Source: an optimization exercise on an open RTL-to-GDS flow (aim: small area). Production flows keep margins and buffers that such runs may drop.
No functional check of the RTL was part of any run shown here.
Power figures rest on the tool's default switching activity, not on a simulated workload.

==> flow/design.v <==
module timer_mary89(clock, reset, adjust, start_stop, mode, d5, d4, d3, d2, d1, d0);
	input            clock, reset, adjust, start_stop, mode;
	output reg [3:0] d5, d4, d3, d2, d1, d0;
	localparam [4:0] s0=5'd0, s1=5'd1, s2=5'd2, s3=5'd3, s4=5'd4, s5=5'd5, s6=5'd6,
	                 s7=5'd7, s8=5'd8, s9=5'd9, s10=5'd10, s11=5'd11, s12=5'd12,
	                 s13=5'd13, s14=5'd14, s15=5'd15, s16=5'd16, s17=5'd17, s18=5'd18,
	                 s19=5'd19;
	reg [4:0] state;
	reg [5:0] tick;      
	reg [4:0] flash;     
	reg       h;         
	reg [3:0] c0; reg [2:0] c1; reg [3:0] c2; reg [2:0] c3; reg [1:0] c4; reg c5;
	reg [3:0] k0; reg [2:0] k1; reg [3:0] k2; reg [2:0] k3; reg [1:0] k4; reg k5;
	reg [3:0] a0; reg [2:0] a1; reg a2;
	reg [3:0] al0, al1, al2; reg [2:0] al4;
	wire click = (tick[4] & ~tick[2] & ~tick[1] & ~tick[0]);
	wire tfb = tick[5] ^ tick[4];
	always @(posedge clock or negedge reset)
		if (!reset) tick <= 6'd49;
		else tick <= {tick[4:0], tfb ^ click};
	wire fl = (~flash[3] & ~flash[1] & ~flash[0]);
	wire ffb = flash[4] ^ flash[2];
	always @(posedge clock or negedge reset)
		if (!reset) flash <= 5'd9;
		else flash <= {flash[3:0], ffb ^ fl};
	wire [3:0] hv = {h, 1'b0, h, h};
	wire st0 = (state == s0);
	always @(posedge clock)
		if (st0) h <= 1'b0;
		else if (fl) h <= ~h;
	always @(posedge clock or negedge reset) begin
		if (!reset) state <= s0;
		else case (state)
			s0:  state <= s1;
			s1:  if (mode) state <= s2;
			s2:  if (start_stop) state <= s3; else if (mode) state <= s1;
			s3:  if (adjust) state <= s8; else if (start_stop) state <= s10; else if (mode) state <= s9;
			s4:  if (mode) state <= s5; else if (start_stop) state <= s6;
			s5:  if (mode) state <= s4; else if (start_stop) state <= s7;
			s6:  if (adjust) state <= s8;
			s7:  if (adjust) state <= s8;
			s8:  if (adjust) state <= s4; else if (start_stop) state <= s18;
			s9:  if (mode) state <= s3; else if (adjust) state <= s11;
			s10: if (start_stop) state <= s3; else if (adjust) state <= s8;
			s11: if (start_stop) state <= s12;
			s12: if (mode) state <= s13;
			s13: if (start_stop) state <= s14;
			s14: if (mode) state <= s15;
			s15: if (start_stop) state <= s16;
			s16: if (adjust) state <= s17;
			s17: if (mode) state <= s3;
			s18: if (mode) state <= s9; else if (start_stop) state <= s19;
			s19: if (start_stop) state <= s18;
			default: state <= state;
		endcase
	end
	wire c0w = (c0 == 4'd9), c1w = (c1 == 3'd5), c2w = (c2 == 4'd9), c3w = (c3 == 3'd5), c4w = (c4 == 2'd2);
	always @(posedge clock) begin
		if (st0) begin
			c0 <= 4'd0; c1 <= 3'd0; c2 <= 4'd0; c3 <= 3'd0; c4 <= 2'd2; c5 <= 1'b1;
		end else if (click) begin
			c0 <= c0w ? 4'd0 : c0 + 4'd1;
			if (c0w) begin
				c1 <= c1w ? 3'd0 : c1 + 3'd1;
				if (c1w) begin
					c2 <= c2w ? 4'd0 : c2 + 4'd1;
					if (c2w) begin
						c3 <= c3w ? 3'd0 : c3 + 3'd1;
						if (c3w) begin
							c4 <= c4w ? 2'd0 : c4 + 2'd1;
							if (c4w) c5 <= ~c5;
						end
					end
				end
			end
		end
	end
	wire k0w = (k0 == 4'd9), k1w = (k1 == 3'd5), k2w = (k2 == 4'd9), k3w = (k3 == 3'd5), k4w = (k4 == 2'd2);
	wire run  = (state == s17) && click;
	wire setm = (state == s14) && start_stop;
	wire seth = (state == s16) && start_stop;
	wire inc2 = setm || (run && k0w && k1w);
	wire inc4 = seth || (run && k0w && k1w && k2w && k3w);
	always @(posedge clock) begin
		if (st0) begin
			k0 <= 4'd0; k1 <= 3'd0; k2 <= 4'd0; k3 <= 3'd0; k4 <= 2'd2; k5 <= 1'b1;
		end else begin
			if (run) k0 <= k0w ? 4'd0 : k0 + 4'd1;
			if (run && k0w) k1 <= k1w ? 3'd0 : k1 + 3'd1;
			if (inc2) k2 <= k2w ? 4'd0 : k2 + 4'd1;
			if (inc2 && k2w) k3 <= k3w ? 3'd0 : k3 + 3'd1;
			if (inc4) k4 <= k4w ? 2'd0 : k4 + 2'd1;
			if (inc4 && k4w) k5 <= ~k5;
		end
	end
	always @(posedge clock) begin
		if (st0) begin
			a0 <= 4'd0; a1 <= 3'd0; a2 <= 1'b1;
		end else if (state == s3 && click) begin
			a2 <= 1'b0;
			a0 <= (a0 == 4'd0) ? 4'd9 : a0 - 4'd1;
			if (a0 == 4'd0) a1 <= (a1 == 3'd0) ? 3'd5 : a1 - 3'd1;
		end
	end
	wire al0z = (al0 == 4'd0), al1z = (al1 == 4'd0), al2z = (al2 == 4'd0);
	always @(posedge clock) begin
		case (state)
			s0: begin
				al0 <= 4'd0; al1 <= 4'd0; al2 <= 4'd1; al4 <= 3'd0;
			end
			s4: if (fl) al4 <= (al4 == 3'd0) ? 3'd3 : 3'd0;
			s6: if (start_stop) al4 <= al4 + 3'd1;
			s7: if (start_stop) al2 <= al2z ? 4'd9 : al2 + 4'd1;
			s18: begin
				if (al0z && al1z && al2z) begin
					al0 <= hv; al1 <= hv; al2 <= hv;
				end else if (click) begin
					al0 <= al0z ? 4'd9 : al0 - 4'd1;
					if (al0z) begin
						al1 <= al1z ? 4'd5 : al1 - 4'd1;
						if (al1z) al2 <= al2z ? 4'd9 : al2 - 4'd1;
					end
				end
			end
			default: ;
		endcase
	end
	wire [3:0] al4v = {|al4, al4};
	always @(*) begin
		d0 = 4'd0; d1 = 4'd0; d2 = 4'd0; d3 = 4'd0; d4 = 4'd0; d5 = 4'd0;
		case (state)
			s0:  begin d0 = 4'h8; d1 = 4'h8; d2 = 4'h8; d3 = 4'h3; d4 = 4'hb; d5 = 4'hb; end
			s1, s17: begin d0 = k0; d1 = k1; d2 = k2; d3 = k3; d4 = k4; d5 = k5; end
			s2:  begin d2 = 4'd1; d5 = 4'ha; end
			s3, s10: begin d0 = a0; d1 = a1; d2 = a2; d5 = 4'ha; end
			s4:  begin d0 = al0; d1 = al1; d2 = al2; d4 = hv; d5 = 4'ha; end
			s5:  begin d0 = al0; d1 = al1; d2 = hv; d3 = hv; d5 = 4'ha; end
			s6:  begin d0 = al0; d1 = al1; d2 = al2; d4 = al4v; d5 = 4'ha; end
			s7, s8, s18, s19: begin d0 = al0; d1 = al1; d2 = al2; d5 = 4'ha; end
			s9, s16: begin d0 = c0; d1 = c1; d2 = c2; d3 = c3; d4 = c4; d5 = c5; end
			s11: begin d0 = hv; d1 = hv; d2 = c2; d3 = c3; d4 = c4; d5 = c5; end
			s12: begin d0 = k0; d1 = k1; d2 = c2; d3 = c3; d4 = c4; d5 = c5; end
			s13: begin d0 = c0; d1 = c1; d2 = hv; d3 = hv; d4 = c4; d5 = c5; end
			s14: begin d0 = c0; d1 = c1; d2 = k2; d3 = k3; d4 = c4; d5 = c5; end
			s15: begin d0 = c0; d1 = c1; d2 = c2; d3 = c3; d4 = hv; d5 = hv; end
			default: ;
		endcase
	end
endmodule
==> flow/run.sh <==
#!/bin/bash
# synth_recipe.tcl (not shown) runs the flow's synth.tcl, then flattens the netlist and writes it again
# the make line also repeats each setting of config.mk as NAME=value (left out here)
make -C /OpenROAD-flow-scripts/flow DESIGN_CONFIG=/design/flow/config.mk WORK_HOME=/design/flow/orfs CLKGATE_MAP_FILE= SYNTH_SCRIPT=/design/flow/synth_recipe.tcl finish
==> flow/config.mk <==
export PLATFORM = sky130hd
export DESIGN_NAME = timer_mary89
export DESIGN_NICKNAME = timer_mary89
export VERILOG_FILES = /design/flow/design.v
export SDC_FILE = /design/flow/constraint.sdc
export NUM_CORES = 4
export LEC_CHECK = 0
export CAP_MARGIN = 20
export CORE_MARGIN = 2
export CORE_UTILIZATION = 40
export SLEW_MARGIN = 20
==> flow/constraint.sdc <==
create_clock -name core_clock -period 5.0 [get_ports {clock}]
set_input_delay 1.0000 -clock core_clock [delete_from_list [all_inputs] [get_ports {clock}]]
set_output_delay 1.0000 -clock core_clock [all_outputs]
set_load 0.01 [all_outputs]
==> results.yml, run 1 <==
synthesis:
  netlist_area_um2: 4561
  async_flop_share_pct: 21.62
  synthTopCellsByArea: "dfxtp_1, edfxtp_1, dfrtp_1"
  ys_ff_latch: 74
  synthCells: 539
  yosysTopAreaCell: "dfxtp_1"
  syn_avg_cell_area_um2: 8.461
  synth_edf_count: 15
  synth_ff_type: "dfxtp_1"
  yosys_warnings: 1
  synthDistinctLibCells: 75
  seq_area_frac_synth_pct: 37.67
  synth_top_cell_area_share_pct: 18.88
  syn-num-nets: 549
clocking:
  cts_sinks: 74
  clock_path_buffers: 2
  path_clk_slew_ns: 0.06
  cts_resized: 0
  hold_buffers: 0
  clock_latency_ns: 0.35
  h-tree-depth: 3
  cts_buffers: 9
  cts_root_buf: "clkbuf_16"
  cts_setup_buffers: 0
  tritoncts: "yes"
route:
  route.detailed.drc: 0
  first_pass_iters: 5
  wl_per_cell_um: 17.41
  postRouteAntennaNets: 0
  vias: 4226
  viasPerCell: 6.054
  drtIter0Drc: 465
  wl_um: 12150
global_route:
  grt_start_max_net_pins: 42
  antenna_found_initial: 0
  grt_pass1_wl_um: 20270
  track_usage_pct: 20.48
  grt_pass1_vias: 3917
  grt_overflow: 0
floorplanning:
  initial_core_util_pct: 41.52
  die_w_um: 110.8
  ioPinCount: 29
  die_y_um: 110.8
  core_um2: 10980
  placementRows: 38
  die-area_um2: 12270
sta:
  setup_violations: 0
  rsz0062_at_grt: "no"
  finalHoldViolations: 0
  fmax_mhz: 230.4
  period_share_pct: 86.80
  tightest_slew_ns: 1.034
  fin_crit_ns: 4.340
  clock_skew_ns: 0.007596
  worst_slew_margin_rel_pct: 31.08
  drv_slew: 0
  setup_tns_ns: 0
cells_and_area:
  multiInputGateArea_um2: 2608
  layout_commonest_cell: "nor2_1"
  instances_no_fill: 698
  fillCellCount: 1066
  antenna_cells: 0
  syn2layout_area_growth_pct: 15.14
  drive_gt1_share_pct: 7.706
  nets: 564
  area.sequential_um2: 1718
  final_cell_mix: "nor2_1, nand2_1, dfxtp_1, a21oi_1, clkdlybuf4s50_1"
setup_path:
  crit_path_max_fanout: 17
  end_kind: "output pin"
  slowest_stage: "nor2b_1"
  cp.arrival_ns: 3.34
  cpPeakStageDelay_ns: 0.70
  cp_data_required_time_ns: 4.00
  path_class: "reg2out"
  start_kind: "flip-flop"
  cp_cell_sequence: "nor2b_1 > a22oi_1 > o22ai_1 > a221o_1 > clkdlybuf4s50_1"
power_and_ir_drop:
  power.total_uw: 2986
  internal-power_uw: 1761
  p_switching_uw: 1225
  p_leak_uw: 0.001931
  p_sw_share_pct: 41.03
  p_comb_share_pct: 46.3
  clkPwrFrac_pct: 24.1
  peakVddDrop_mv: 0.4118
  p_seq_share_pct: 29.6
  power.density_nw_per_um2: 568.5
placed_design:
  place_inst: 683
  io_buffers: 27
  gp_congestion: 0.9195
  hpwl_um: 8503
min_path:
  holdCritPathClass: "reg2reg"
job:
  cap_violations: 0
outcome:
  status: "complete, no violations"
[sequential cells by signal (all words and copies together) (netlist names), 3 cells and up]
name / cells
a0: 4
a1: 3
al0: 4
al1: 4
al2: 4
al4: 3
c0: 4
c1: 3
c2: 4
c3: 3
flash: 5
k0: 4
k1: 3
k2: 4
k3: 3
state: 5
tick: 6
[power by group through the flow]
stage / logic (uW) / clock network (uW) / registers (uW)
5_1_grt: 1510 / 756 / 903
3_3_place_gp: 1360 / 0 / 888
6_report: 1380 / 720 / 884
2_1_floorplan: 973 / 0 / 776
4_1_cts: 1370 / 731 / 877
3_5_place_dp: 1360 / 0 / 888
[through the flow]
stage / cell area, um2 / hold slack (ns) / worst slack (ns) / util, %
2_1_floorplan: 4561 / 0.3330 / 2.109 / -
3_3_place_gp: 4921 / 0.3365 / 1.203 / 44.81
3_5_place_dp: 4921 / 0.3433 / 1.154 / 44.81
4_1_cts: 5251 / 0.3528 / 0.7500 / 47.81
5_1_grt: 5251 / 0.3575 / 0.5061 / 47.81
6_report: 5251 / 0.3501 / 0.6598 / 47.81
[logic make-up after synthesis]
kind of cell	share of synthesized area (%)
AOI/OAI and AO/OA	22.96
xor gates and xnor gates	3.649
adders and majority gates	1.372
buffers and inverters	5.158
DFF	37.67
muxes	2.030
other	0.08223
and+or+nand+nor	27.08
[cells in the mapped netlist, types with 3 or more instances]
cell	instances
a22o_1	3
and2_1	5
inv_1	22
nor4b_1	3
o22ai_1	5
nand4b_1	4
nor3b_1	9
xor2_1	6
ha_1	5
dfxtp_1	43
nand2b_1	10
nand4_1	6
and3_1	5
or4_1	3
buf_6	3
edfxtp_1	15
nor2_1	56
nand3_1	13
or2_2	4
dfrtp_1	11
buf_1	4
a32oi_1	3
nand3b_1	3
nor3_1	16
or3_1	8
o21ai_0	26
a21oi_1	38
nor2b_1	19
dfstp_2	5
o211ai_1	4
nand2_1	46
o31ai_1	4
clkbuf_1	21
a31oi_1	8
a22oi_1	11
o221ai_1	3
xnor2_1	13
a221o_1	15
mux2i_1	7
[layout make-up]
cell class                 count  share of cell area [%]
inverter                      22                   1.573
clock inverter                 3                  0.7863
timing repair buffer          36                   6.433
sequential                    74                   32.71
clock buffer                  12                   5.504
tap                          140                   3.336
multi-input combinational    411                   49.65
[final timing paths]
path                            startpoint       end  slack (ns)  cells past startpoint
max in group asynchronous            reset   tick[1]        3.47                      1
worst min register to register     tick[3]   tick[4]        0.35                      0
worst min-delay path               tick[3]   tick[4]        0.35                      0
min in group asynchronous            reset  state[2]        1.07                      1
worst max-delay path              state[3]     d0[1]        0.66                      5
worst max register to register      al0[0]    al1[0]        2.17                      5
[routing by layer]
layer	vias up	part of all wire [%]	track usage (%)
met2	173	45	31.37
met5	-	0	0
met1	2014	46	28.37
met4	0	1.7	6.917
met3	18	6.5	4.866
li1	2021	-	-
[worst max-delay path, delay by kind of cell (launching register included)]
family                 cells  cell delay (ns)
flip-flops                 1             0.66
buffers and inverters      1             0.54
AND/OR/NAND/NOR            1             0.70
AO/OA/AOI/OAI              3             1.09
==> run 2, diff against run 1 <==
--- a/flow/config.mk
+++ b/flow/config.mk
@@ -9,3 +9,4 @@
 export CORE_MARGIN = 2
 export CORE_UTILIZATION = 40
+export GPL_TIMING_DRIVEN = 0
 export SLEW_MARGIN = 20
==> results.yml, run 2 <==
outcome:
  status: "complete, no violations"
route:
  wl_met3_um: 802
  postRouteAntennaNets: 0
  routed-wl-met2_um: 5978
  drtIter0Drc: 485
  highest_layer: "met4"
  viasPerCell: 5.990
  wl_per_cell_um: 18.20
  wl_um: 13120
  drt-met1-wl_um: 5999
  route.detailed.drc: 0
  first_pass_iters: 7
  vias: 4319
cells_and_area:
  fillCellCount: 1063
  largest_reg_flops: 6
  nets: 586
  instances_no_fill: 721
  final_cell_mix: "nor2_1, nand2_1, dfxtp_1, a21oi_1"
  drive_gt1_share_pct: 7.057
  layout_commonest_cell: "nor2_1"
  multiInputGateArea_um2: 2608
  antenna_cells: 0
  syn2layout_area_growth_pct: 16.79
  top_regs: "tick: 6 flops, flash: 5 flops, state: 5 flops"
  regMostFlops: "tick"
  area.sequential_um2: 1718
floorplanning:
  die-area_um2: 12270
  die_y_um: 110.8
  initial_core_util_pct: 41.52
  placementRows: 38
  die_w_um: 110.8
  core_um2: 10980
  ioPinCount: 29
setup_path:
  reg2reg_slack_ns: 2.20
  cp.arrival_ns: 3.45
  end_kind: "output pin"
  start_kind: "flip-flop"
  worstReg2RegStart: "al0[0]"
  rr_endpoint: "al1[2]"
  startpoint: "state[3]"
  cp_data_required_time_ns: 4.00
  cp-endpoint: "d2[2]"
  path_class: "reg2out"
  rr_worst_depth: 5
  crit_path_max_fanout: 10
clocking:
  path_clk_slew_ns: 0.05
  cts_resized: 0
  hold_buffers: 0
  tritoncts: "yes"
  cts_setup_buffers: 0
  clock_latency_ns: 0.34
  clock_path_buffers: 2
  cts_buffers: 9
  h-tree-depth: 3
  cts_root_buf: "clkbuf_16"
  cts_sinks: 74
power_and_ir_drop:
  clkPwrFrac_pct: 22.8
  p_sw_share_pct: 41.94
  internal-power_uw: 1768
  p_switching_uw: 1277
  p_leak_uw: 0.001944
  p_comb_share_pct: 51.0
  power.total_uw: 3045
  p_seq_share_pct: 26.2
  peakVddDrop_mv: 0.2759
  power.density_nw_per_um2: 571.6
synthesis:
  synth_most_common_cell: "nor2_1"
  seq_area_frac_synth_pct: 37.67
  yosysTopAreaCell: "dfxtp_1"
  async_flop_share_pct: 21.62
  synth_top_cell_area_share_pct: 18.88
  syn-num-nets: 549
  synthCells: 539
  synthTopCellsByArea: "dfxtp_1, edfxtp_1, dfrtp_1"
  synth_ff_type: "dfxtp_1"
  ys_top_cells_by_count: "nor2_1, nand2_1, dfxtp_1, a21oi_1, o21ai_0"
  yosys_warnings: 1
  synth_edf_count: 15
  ys_ff_latch: 74
  netlist_area_um2: 4561
  synthDistinctLibCells: 75
  syn_avg_cell_area_um2: 8.461
placed_design:
  hpwl_um: 9571
  place_inst: 705
  io_buffers: 26
  gp_congestion: 0.9120
sta:
  fin_crit_ns: 4.449
  setup_tns_ns: 0
  rsz0062_at_grt: "no"
  period_share_pct: 88.97
  whs_ns: 0.3539
  worst_slew_margin_rel_pct: 36.14
  clock_skew_ns: 0.008526
  fmax_mhz: 224.8
  tightest_slew_ns: 0.9549
  setup_violations: 0
  drv_slew: 0
  finalHoldViolations: 0
min_path:
  holdCritPathClass: "reg2reg"
  min_from: "tick[3]"
global_route:
  antenna_found_initial: 0
  grt_overflow: 0
  grt_pass1_wl_um: 21650
  grt_pass1_vias: 4247
  grt_start_max_net_pins: 17
  track_usage_pct: 21.62
job:
  cap_violations: 0
-- run 2: routing by layer --
layer	up-vias	GRT usage, %
li1	2081	-
met1	2051	29.43
met2	158	33.42
met3	29	3.991
met4	0	9.667
met5	-	0
-- run 2: layout make-up --
| cell class | count | share of cell area, % |
|---|---|---|
| inverter | 22 | 1.550 |
| clock buffer | 14 | 5.967 |
| tap | 140 | 3.289 |
| sequential | 74 | 32.25 |
| clock inverter | 2 | 0.2349 |
| multi-input combinational | 411 | 48.95 |
| timing repair buffer | 26 | 4.886 |
| buffer | 32 | 2.866 |
-- run 2: power groups by stage --
stage / combinational, uW / sequential [uW] / clock [uW]
finish: 1550 / 797 / 695
global route: 1680 / 809 / 737
CTS: 1530 / 795 / 709
detailed placement: 1520 / 807 / 0
global placement: 1510 / 804 / 0
floorplan: 973 / 776 / 0
-- run 2: worst min path at each step --
stage          endpoint  slack (ns)  cells after the start
2_1_floorplan   tick[4]        0.33                      0
3_3_place_gp    tick[4]        0.34                      0
3_5_place_dp    tick[4]        0.34                      0
4_1_cts         tick[4]        0.36                      0
5_1_grt         tick[4]        0.37                      0
6_report        tick[4]        0.35                      0
-- run 2: stage by stage --
step	util (%)	instance area, um2	setup WS (ns)
3_5_place_dp	45.49	4996	1.029
6_report	48.50	5326	0.5515
4_1_cts	48.50	5326	0.6593
3_3_place_gp	45.49	4996	1.009
2_1_floorplan	-	4561	2.109
5_1_grt	48.50	5326	0.3276
-- run 2: logic make-up (layout without fill, tap and decap cells) --
kind of cell	after synthesis	after routing	synth area share, %
other cells	1	1	0.08223
flops	74	74	37.67
mux	9	9	2.030
compound gates	152	152	22.96
fa+ha+maj	5	5	1.372
buf+inv	54	96	5.158
xor+xnor	19	19	3.649
simple gates	225	225	27.08
-- run 2: critical path, cell delays in order (launching register included) --
cell             delay, ns
dfrtp_1               0.31
buf_2                 0.27
nor2b_1               0.21
clkbuf_1              0.44
mux2i_1               0.15
o32ai_1               0.81
a222oi_1              0.28
inv_1                 0.11
clkdlybuf4s50_1       0.54
==> run 3, diff against run 2 <==
==> flow/flow/run.sh (new file) <==
#!/bin/bash
# Own layout flow: the standard ORFS flow (standard synthesis unchanged), with
# smaller port buffers and a clock tree built from small buffers without dummy loads.
set -euo pipefail
CTS="-sink_clustering_enable -repair_clock_nets -dont_use_dummy_load -buf_list sky130_fd_sc_hd__clkbuf_4 -sink_clustering_size 30 -sink_clustering_max_diameter 100"
bash standard.sh "CTS_ARGS=$CTS" "BUFFER_PORTS_ARGS=-buffer_cell sky130_fd_sc_hd__buf_1" finish > flow_orfs.log 2>&1
==> flow/standard.sh (new file) <==
#!/bin/bash
# synth_recipe.tcl (not shown) runs the flow's synth.tcl, then flattens the netlist and writes it again
# the make line also repeats each setting of config.mk as NAME=value (left out here)
make -C /OpenROAD-flow-scripts/flow DESIGN_CONFIG=/design/flow/config.mk WORK_HOME=/design/flow/orfs CLKGATE_MAP_FILE= SYNTH_SCRIPT=/design/flow/synth_recipe.tcl "${@:-finish}"
--- a/flow/config.mk
+++ b/flow/config.mk
@@ -9,4 +9,3 @@
 export CORE_MARGIN = 2
 export CORE_UTILIZATION = 40
-export GPL_TIMING_DRIVEN = 0
 export SLEW_MARGIN = 20
removed: flow/run.sh
==> results.yml, run 3 <==
synthesis:
  netlist_area_um2: 4561
  synthTopCellsByArea: "dfxtp_1, edfxtp_1, dfrtp_1"
  syn_avg_cell_area_um2: 8.461
  synth_ff_type: "dfxtp_1"
  seq_area_frac_synth_pct: 37.67
  synthCells: 539
  synth_most_common_cell: "nor2_1"
  ys_top_cells_by_count: "nor2_1, nand2_1, dfxtp_1, a21oi_1, o21ai_0"
  syn-num-nets: 549
  synthDistinctLibCells: 75
  ys_ff_latch: 74
  yosys_warnings: 1
  synth_top_cell_area_share_pct: 18.88
  yosysTopAreaCell: "dfxtp_1"
  synth_edf_count: 15
  async_flop_share_pct: 21.62
cells_and_area:
  nets: 562
  instances_no_fill: 690
  final_cell_mix: "nor2_1, nand2_1, dfxtp_1, a21oi_1, buf_1"
  regMostFlops: "tick"
  layout_commonest_cell: "nor2_1"
  top_regs: "tick: 6 flops, flash: 5 flops, state: 5 flops"
  antenna_cells: 0
  largest_reg_flops: 6
  syn2layout_area_growth_pct: 5.350
  final_util_pct: 43.75
  drive_gt1_share_pct: 6.364
global_route:
  grt_pass1_vias: 3782
  grt_overflow: 0
  track_usage_pct: 19.31
  grt_pass1_wl_um: 19440
  antenna_found_initial: 0
  grt_start_max_net_pins: 42
route:
  highest_layer: "met4"
  wl_um: 11830
  vias: 4199
  postRouteAntennaNets: 0
  wl_per_cell_um: 17.15
  viasPerCell: 6.086
  route.detailed.drc: 0
  wl_met3_um: 660
  first_pass_iters: 8
  drt-met1-wl_um: 5493
  drtIter0Drc: 387
  routed-wl-met2_um: 5525
placed_design:
  io_buffers: 27
  place_inst: 681
  hpwl_um: 8496
  gp_congestion: 0.8927
setup_path:
  end_kind: "output pin"
  slowest_stage: "dfrtp_1"
  cp.arrival_ns: 3.16
  start_kind: "flip-flop"
  worst-path-buf-inv: 3
  cp_top_family: "flip-flops"
  cp_data_required_time_ns: 4.00
  cp_cell_sequence: "inv_1 > mux2i_1 > o32ai_1 > a222oi_1 > inv_1 > buf_1"
  crit_path_max_fanout: 32
  cpPeakStageDelay_ns: 1.02
  crit_top_cell: "inv_1"
  path_class: "reg2out"
floorplanning:
  initial_core_util_pct: 41.52
  placementRows: 38
  die_y_um: 110.8
  die-area_um2: 12270
  ioPinCount: 29
  die_w_um: 110.8
  core_um2: 10980
clocking:
  clock_path_buffers: 2
  h-tree-depth: 3
  clock_latency_ns: 0.43
  path_clk_slew_ns: 0.10
  cts_root_buf: "clkbuf_4"
  cts_resized: 0
  cts_setup_buffers: 0
  cts_buffers: 9
  hold_buffers: 0
  cts_sinks: 74
  tritoncts: "yes"
power_and_ir_drop:
  p_sw_share_pct: 48.12
  power.density_nw_per_um2: 491.2
  p_leak_uw: 0.001730
  clkPwrFrac_pct: 11.4
  peakVddDrop_mv: 0.2593
  p_comb_share_pct: 51.7
  p_seq_share_pct: 36.9
  p_switching_uw: 1136
  internal-power_uw: 1224
sta:
  setup_tns_ns: 0
  setup_violations: 0
  whs_ns: 0.3609
  clock_skew_ns: 0.03027
  rsz0062_at_grt: "no"
  fin_crit_ns: 4.159
  tightest_slew_ns: 1.023
  finalHoldViolations: 0
  worst_slew_margin_rel_pct: 31.81
  drv_slew: 0
  period_share_pct: 83.18
  fmax_mhz: 240.4
job:
  cap_violations: 0
min_path:
  holdCritPathClass: "reg2reg"
outcome:
  status: "complete, no violations"
==> run 3: cell counts after synthesis <==
Identical to the previous run, type by type.
==> run 3: final timing paths <==
| kind | start | endpoint | slack, ns | cells after the start |
|---|---|---|---|---|
| max in group asynchronous | reset | state[3] | 3.76 | 1 |
| worst min register to register | tick[3] | tick[4] | 0.36 | 0 |
| worst min-delay path | tick[3] | tick[4] | 0.36 | 0 |
| worst max-delay path | state[2] | d2[2] | 0.84 | 6 |
| min in group asynchronous | reset | state[0] | 0.68 | 1 |
| worst max register to register | al0[2] | al1[2] | 2.19 | 5 |
==> run 3: routing by layer <==
layer / GRT usage [%] / up-vias
met5: 0 / -
met4: 7.083 / 0
met3: 3.116 / 13
met2: 29.69 / 141
met1: 27.35 / 2038
li1: - / 2007
==> run 3: kinds of logic (layout without fill, tap and decap cells) <==
logic type,after synthesis,after routing,synth area share [%]
AND/OR/NAND/NOR,225,225,27.08
AO/OA/AOI/OAI,152,152,22.96
flip-flops,74,74,37.67
buffers and inverters,54,65,5.158
XOR/XNOR,19,19,3.649
multiplexers,9,9,2.030
adder cells (fa/ha/maj),5,5,1.372
other,1,1,0.08223
==> run 3: stage by stage <==
| step | area, um2 | worst slack [ns] | total power, uW |
|---|---|---|---|
| 6_report | 4805 | 0.8409 | 2360 |
| 4_1_cts | 4805 | 0.9026 | 2353 |
| 3_5_place_dp | 4737 | 1.347 | 2079 |
| 5_1_grt | 4805 | 0.5392 | 2528 |
| 2_1_floorplan | 4561 | 2.109 | 1749 |
| 3_3_place_gp | 4737 | 1.403 | 2067 |
==> run 3: power by group through the flow <==
stage	Sequential, uW	Clock, uW	Combinational (uW)
global placement	876	0	1190
CTS	863	282	1210
detailed placement	877	0	1200
floorplan	776	0	973
global route	884	301	1340
finish	871	270	1220
==> run 3: layout make-up <==
type                    count  area [um2]
fillers                  1103        6178
clock buffers               9       67.56
flip-flops and latches     74        1718
multi-input cells         411        2608
inverters                  22       82.58
repair buffers             34       153.9
well taps                 140       175.2
==> run 4, diff against run 3 <==
==> flow/flow/run.sh (replaced) <==
#!/bin/bash
# Own layout flow: the standard ORFS flow (standard synthesis unchanged), with
# buf_1 port buffers and a clock tree of small buffers without dummy loads.
set -euo pipefail
CTS="-sink_clustering_enable -repair_clock_nets -dont_use_dummy_load -buf_list sky130_fd_sc_hd__clkbuf_4 -sink_clustering_size 15 -sink_clustering_max_diameter 60"
bash standard.sh "CTS_ARGS=$CTS" "BUFFER_PORTS_ARGS=-buffer_cell sky130_fd_sc_hd__buf_1" GPL_KEEP_OVERFLOW=0 finish > flow_orfs.log 2>&1
==> results.yml, run 4 <==
cells_and_area:
  top_regs: "tick: 6 flops, flash: 5 flops, state: 5 flops"
  final_cell_mix: "nor2_1, nand2_1, dfxtp_1, a21oi_1, buf_1"
  final_util_pct: 43.47
  drive_gt1_share_pct: 5.699
  nets: 556
  syn2layout_area_growth_pct: 4.691
  regMostFlops: "tick"
  layout_commonest_cell: "nor2_1"
  fin_area_um2: 4775
  largest_reg_flops: 6
  antenna_cells: 0
setup_path:
  crit_path_max_fanout: 28
  start_kind: "flip-flop"
  end_kind: "output pin"
  path_class: "reg2out"
  cp.arrival_ns: 3.53
  cp_data_required_time_ns: 4.00
clocking:
  clock_path_buffers: 2
  cts_resized: 0
  tritoncts: "yes"
  h-tree-depth: 3
  path_clk_slew_ns: 0.12
  clock_latency_ns: 0.44
  cts_buffers: 9
  hold_buffers: 0
  cts_setup_buffers: 0
  cts_sinks: 74
  cts_root_buf: "clkbuf_4"
sta:
  period_share_pct: 90.54
  setup_violations: 0
  fmax_mhz: 220.9
  drv_slew: 0
  finalHoldViolations: 0
  tightest_slew_ns: 1.051
  rsz0062_at_grt: "no"
  setup_tns_ns: 0
  fin_crit_ns: 4.527
  clock_skew_ns: 0.02249
  whs_ns: 0.3651
  worst_slew_margin_rel_pct: 29.95
synthesis:
  ys_ff_latch: 74
  syn_avg_cell_area_um2: 8.461
  synth_top_cell_area_share_pct: 18.88
  synth_ff_type: "dfxtp_1"
  ys_top_cells_by_count: "nor2_1, nand2_1, dfxtp_1, a21oi_1, o21ai_0"
  synth-compound-area-share_pct: 22.96
  yosysTopAreaCell: "dfxtp_1"
  netlist_area_um2: 4561
  synth_top_family_by_area: "simple AND/OR/NAND/NOR gates"
  synth_most_common_cell: "nor2_1"
  synthMuxAreaShare_pct: 2.030
  syn-num-nets: 549
  synth-simple-area-share_pct: 27.08
  async_flop_share_pct: 21.62
  yosys_warnings: 1
  seq_area_frac_synth_pct: 37.67
  synth_edf_count: 15
  synth_xor_area_share_pct: 3.649
  synthTopCellsByArea: "dfxtp_1, edfxtp_1, dfrtp_1"
  synthCells: 539
  synthDistinctLibCells: 75
  synthAdderAreaFrac_pct: 1.372
job:
  cap_violations: 0
outcome:
  status: "complete, no violations"
power_and_ir_drop:
  power.density_nw_per_um2: 490.7
  power.total_uw: 2343
  peakVddDrop_mv: 0.2414
  p_leak_uw: 0.001701
placed_design:
  gp_congestion: 0.8912
  hpwl_um: 8376
  dpl-instance-area_um2: 4706
  io_buffers: 27
route:
  viasPerCell: 5.988
  wl_per_cell_um: 17.03
  postRouteAntennaNets: 0
  first_pass_iters: 5
  vias: 4096
  drtIter0Drc: 363
  route.detailed.drc: 0
  wl_um: 11650
floorplanning:
  ioPinCount: 29
  placementRows: 38
  die_y_um: 110.8
  initial_core_util_pct: 41.52
  die_w_um: 110.8
  die-area_um2: 12270
  core_um2: 10980
global_route:
  grt_start_max_net_pins: 40
  track_usage_pct: 19.15
  grt_pass1_vias: 3872
  antenna_found_initial: 0
  grt_pass1_wl_um: 19500
  grt_overflow: 0
min_path:
  holdCritPathClass: "reg2reg"
run 4: cell count changes in the layout (fill, tap and decap cells not counted):
cell and change:
dfrtp_1 -1, and2_1 -1, dfrtp_2 +1, buf_4 -7, and2_2 +1, buf_12 +1
run 4: logic make-up after synthesis:
kind of cell	count (synthesis)
AO/OA/AOI/OAI	152
XOR/XNOR	19
adder cells (fa/ha/maj)	5
buffers and inverters	54
flip-flops	74
multiplexers	9
other	1
AND/OR/NAND/NOR	225
run 4: cell type report:
class,instances,area (um2)
clock buffers,9,67.56
fillers,1114,6208
inverters,22,82.58
multi-input cells,411,2609
flip-flops and latches,74,1719
well taps,140,175.2
repair buffers,28,121.4
run 4: critical path: stages (launching register included):
cell	delay, ns
dfrtp_1	1.00
nor2b_1	0.65
mux2i_1	0.16
o32ai_1	0.79
a222oi_1	0.27
inv_1	0.09
buf_1	0.15
run 4: power breakdown:
part | internal, uW | total (uW) | switching, uW
Clock | 83.7 | 277 | 193
Sequential | 704 | 951 | 248
Combinational | 427 | 1110 | 687
Total | 1210 | 2340 | 1130
run 4: worst paths after layout:
kind | from | to | slack (ns) | cells past startpoint
setup / recovery | state[3] | d2[2] | 0.47 | 6
hold / removal | tick[3] | tick[4] | 0.37 | 0
setup reg to reg | tick[4] | c4[0] | 1.75 | 5
hold reg to reg | tick[3] | tick[4] | 0.37 | 0
max in group asynchronous | reset | state[4] | 3.75 | 1
min in group asynchronous | reset | state[2] | 0.64 | 1
run 4: layer usage:
layer / part of all wire, % / global-route usage (%)
met4: 1.6 / 6.500
met3: 5.0 / 3.609
met1: 48 / 26.58
met5: 0 / 0
met2: 46 / 29.94
run 4: through the flow:
stage	worst slack, ns	cells
2_1_floorplan	2.109	539
3_5_place_dp	1.027	675
3_3_place_gp	0.7850	674
5_1_grt	0.2845	684
6_report	0.4731	684
4_1_cts	0.5718	684
==> run 5, diff against run 4 <==
==> flow/flow/run.sh (replaced) <==
#!/bin/bash
# Own layout flow: the standard ORFS flow (standard synthesis unchanged), with
# buf_1 port buffers and a clock tree of small buffers without dummy loads.
set -euo pipefail
CTS="-sink_clustering_enable -repair_clock_nets -dont_use_dummy_load -buf_list sky130_fd_sc_hd__clkbuf_8 -sink_clustering_size 30 -sink_clustering_max_diameter 100"
bash standard.sh "CTS_ARGS=$CTS" "BUFFER_PORTS_ARGS=-buffer_cell sky130_fd_sc_hd__buf_1"  finish > flow_orfs.log 2>&1
==> results.yml, run 5 <==
clocking:
  tritoncts: "yes"
  cts_root_buf: "clkbuf_8"
  clock_path_buffers: 2
  hold_buffers: 0
  cts_setup_buffers: 0
  cts_sinks: 74
  cts_buffers: 9
  h-tree-depth: 3
  cts_resized: 0
  path_clk_slew_ns: 0.07
  clock_latency_ns: 0.35
route:
  wl_per_cell_um: 17.10
  postRouteAntennaNets: 0
  drtIter0Drc: 325
  viasPerCell: 6.072
  wl_um: 11800
  first_pass_iters: 5
  vias: 4190
  route.detailed.drc: 0
synthesis:
  ys_ff_latch: 74
  syn-num-nets: 549
  yosysTopAreaCell: "dfxtp_1"
  synth_most_common_cell: "nor2_1"
  synthCells: 539
  syn_avg_cell_area_um2: 8.461
  ys_top_cells_by_count: "nor2_1, nand2_1, dfxtp_1, a21oi_1, o21ai_0"
  synth_top_cell_area_share_pct: 18.88
  synth_edf_count: 15
  seq_area_frac_synth_pct: 37.67
  yosys_warnings: 1
  synthDistinctLibCells: 75
  synth_ff_type: "dfxtp_1"
  async_flop_share_pct: 21.62
  synthTopCellsByArea: "dfxtp_1, edfxtp_1, dfrtp_1"
  netlist_area_um2: 4561
global_route:
  grt_overflow: 0
  grt_pass1_wl_um: 19510
  grt_start_max_net_pins: 42
  antenna_found_initial: 0
  grt_pass1_vias: 3807
  track_usage_pct: 19.35
cells_and_area:
  drive_gt1_share_pct: 6.364
  final_util_pct: 44.26
  syn2layout_area_growth_pct: 6.584
  top_regs: "tick: 6 flops, flash: 5 flops, state: 5 flops"
  nets: 562
  layout_commonest_cell: "nor2_1"
  largest_reg_flops: 6
  final_cell_mix: "nor2_1, nand2_1, dfxtp_1, a21oi_1, buf_1"
  regMostFlops: "tick"
  antenna_cells: 0
setup_path:
  start_kind: "flip-flop"
  cp_data_required_time_ns: 4.00
  path_class: "reg2out"
  crit_path_max_fanout: 32
  cp.arrival_ns: 3.07
  end_kind: "output pin"
job:
  cap_violations: 0
floorplanning:
  core_um2: 10980
  die_y_um: 110.8
  die_w_um: 110.8
  die-area_um2: 12270
  ioPinCount: 29
  initial_core_util_pct: 41.52
  placementRows: 38
sta:
  worst_slew_margin_rel_pct: 31.44
  fin_crit_ns: 4.071
  period_share_pct: 81.43
  setup_violations: 0
  finalHoldViolations: 0
  drv_slew: 0
  clock_skew_ns: 0.02054
  setup_tns_ns: 0
  rsz0062_at_grt: "no"
  fmax_mhz: 245.6
  tightest_slew_ns: 1.028
power_and_ir_drop:
  power.density_nw_per_um2: 503.4
  power.total_uw: 2447
  p_leak_uw: 0.001753
  peakVddDrop_mv: 0.2607
placed_design:
  io_buffers: 27
  hpwl_um: 8496
  gp_congestion: 0.8927
outcome:
  status: "complete, no violations"
min_path:
  holdCritPathClass: "reg2reg"
## run 5: per-layer routing
| layer | GRT usage (%) | vias up | share of wire, % |
|---|---|---|---|
| met5 | 0 | - | 0 |
| met4 | 6.667 | 0 | 1.7 |
| li1 | - | 2012 | - |
| met2 | 29.90 | 150 | 46 |
| met3 | 3.445 | 19 | 5.7 |
| met1 | 27.28 | 2009 | 47 |
## run 5: final cells by class
| type | count | area [um2] |
|---|---|---|
| fill | 1098 | 6122 |
| multi-input combinational | 411 | 2608 |
| sequential | 74 | 1718 |
| tap | 140 | 175.2 |
| timing repair buffer | 34 | 153.9 |
| clock buffer | 9 | 123.9 |
| inverter | 22 | 82.58 |
## run 5: critical path, cell delays in order (launching register included)
cell,delay [ns]
dfrtp_1,1.02
inv_1,0.28
mux2i_1,0.18
o32ai_1,0.77
a222oi_1,0.25
inv_1,0.09
buf_1,0.15
## run 5: stage by stage
| step | hold slack, ns | instance area [um2] | instances | setup WS [ns] |
|---|---|---|---|---|
| after floorplan | 0.3330 | 4561 | 539 | 2.109 |
| after global placement | 0.3360 | 4737 | 681 | 1.403 |
| after detailed placement | 0.3367 | 4737 | 681 | 1.347 |
| after CTS | 0.3523 | 4861 | 690 | 0.9973 |
| after global routing | 0.3547 | 4861 | 690 | 0.6250 |
| final | 0.3527 | 4861 | 690 | 0.9285 |
## run 5: report_power, final
part | switching, uW | leakage [uW] | total (uW) | internal [uW]
sequential | 166 | 0.000687 | 872 | 706
combinational | 782 | 0.00100 | 1220 | 435
clock | 197 | 0.0000647 | 358 | 161
total | 1140 | 0.00175 | 2450 | 1300
## run 5: cells by family after synthesis
group | count (synthesis) | share of synthesized area, %
compound gates | 152 | 22.96
other cells | 1 | 0.08223
mux | 9 | 2.030
fa+ha+maj | 5 | 1.372
xor+xnor | 19 | 3.649
flops | 74 | 37.67
buf+inv | 54 | 5.158
simple gates | 225 | 27.08
## run 5: path summary, 6_finish.rpt
check | from | endpoint | slack [ns] | depth (start not counted)
worst max-delay path | state[2] | d2[2] | 0.93 | 6
worst min-delay path | tick[3] | tick[4] | 0.35 | 0
worst min register to register | tick[3] | tick[4] | 0.35 | 0
max in group asynchronous | reset | flash[4] | 3.70 | 1
min in group asynchronous | reset | state[4] | 0.75 | 1
worst max register to register | al0[2] | al1[3] | 2.21 | 5

[afterwards: timing with drivers on the ports]
How much do the figures lean on ideal ports? The routed layouts below were timed once more, with nothing changed but the port constraints.
Step 1: set_driving_cell puts a clkbuf_16 on clock and a buf_2 on each other input, an assumption about the parent block.
Step 2, shift: input delay + t, output delay - t, t = (earliest + latest rising clock arrival at the registers) / 2. This alone moves slack from input paths to output paths.
a / b / c = no drivers / after step 1 / after step 2; a / b = the first two.
| run | shift t [ns] | setup WS [ns] | hold slack, ns | cell pins on the clock port's net |
|---|---|---|---|---|
| run 1 | 0.389 | 0.660 / 0.621 / 1.010 | 0.350 / 0.350 / 0.350 | 1 |
| run 2 | 0.376 | 0.551 / 0.516 / 0.891 | 0.354 / 0.354 / 0.354 | 1 |
| run 3 | 0.449 | 0.841 / 0.810 / 1.259 | 0.361 / 0.361 / 0.361 | 1 |
| run 4 | 0.458 | 0.473 / 0.442 / 0.900 | 0.365 / 0.365 / 0.365 | 1 |
| run 5 | 0.376 | 0.929 / 0.896 / 1.272 | 0.353 / 0.353 / 0.353 | 1 |
After both steps every run listed still meets setup and hold.
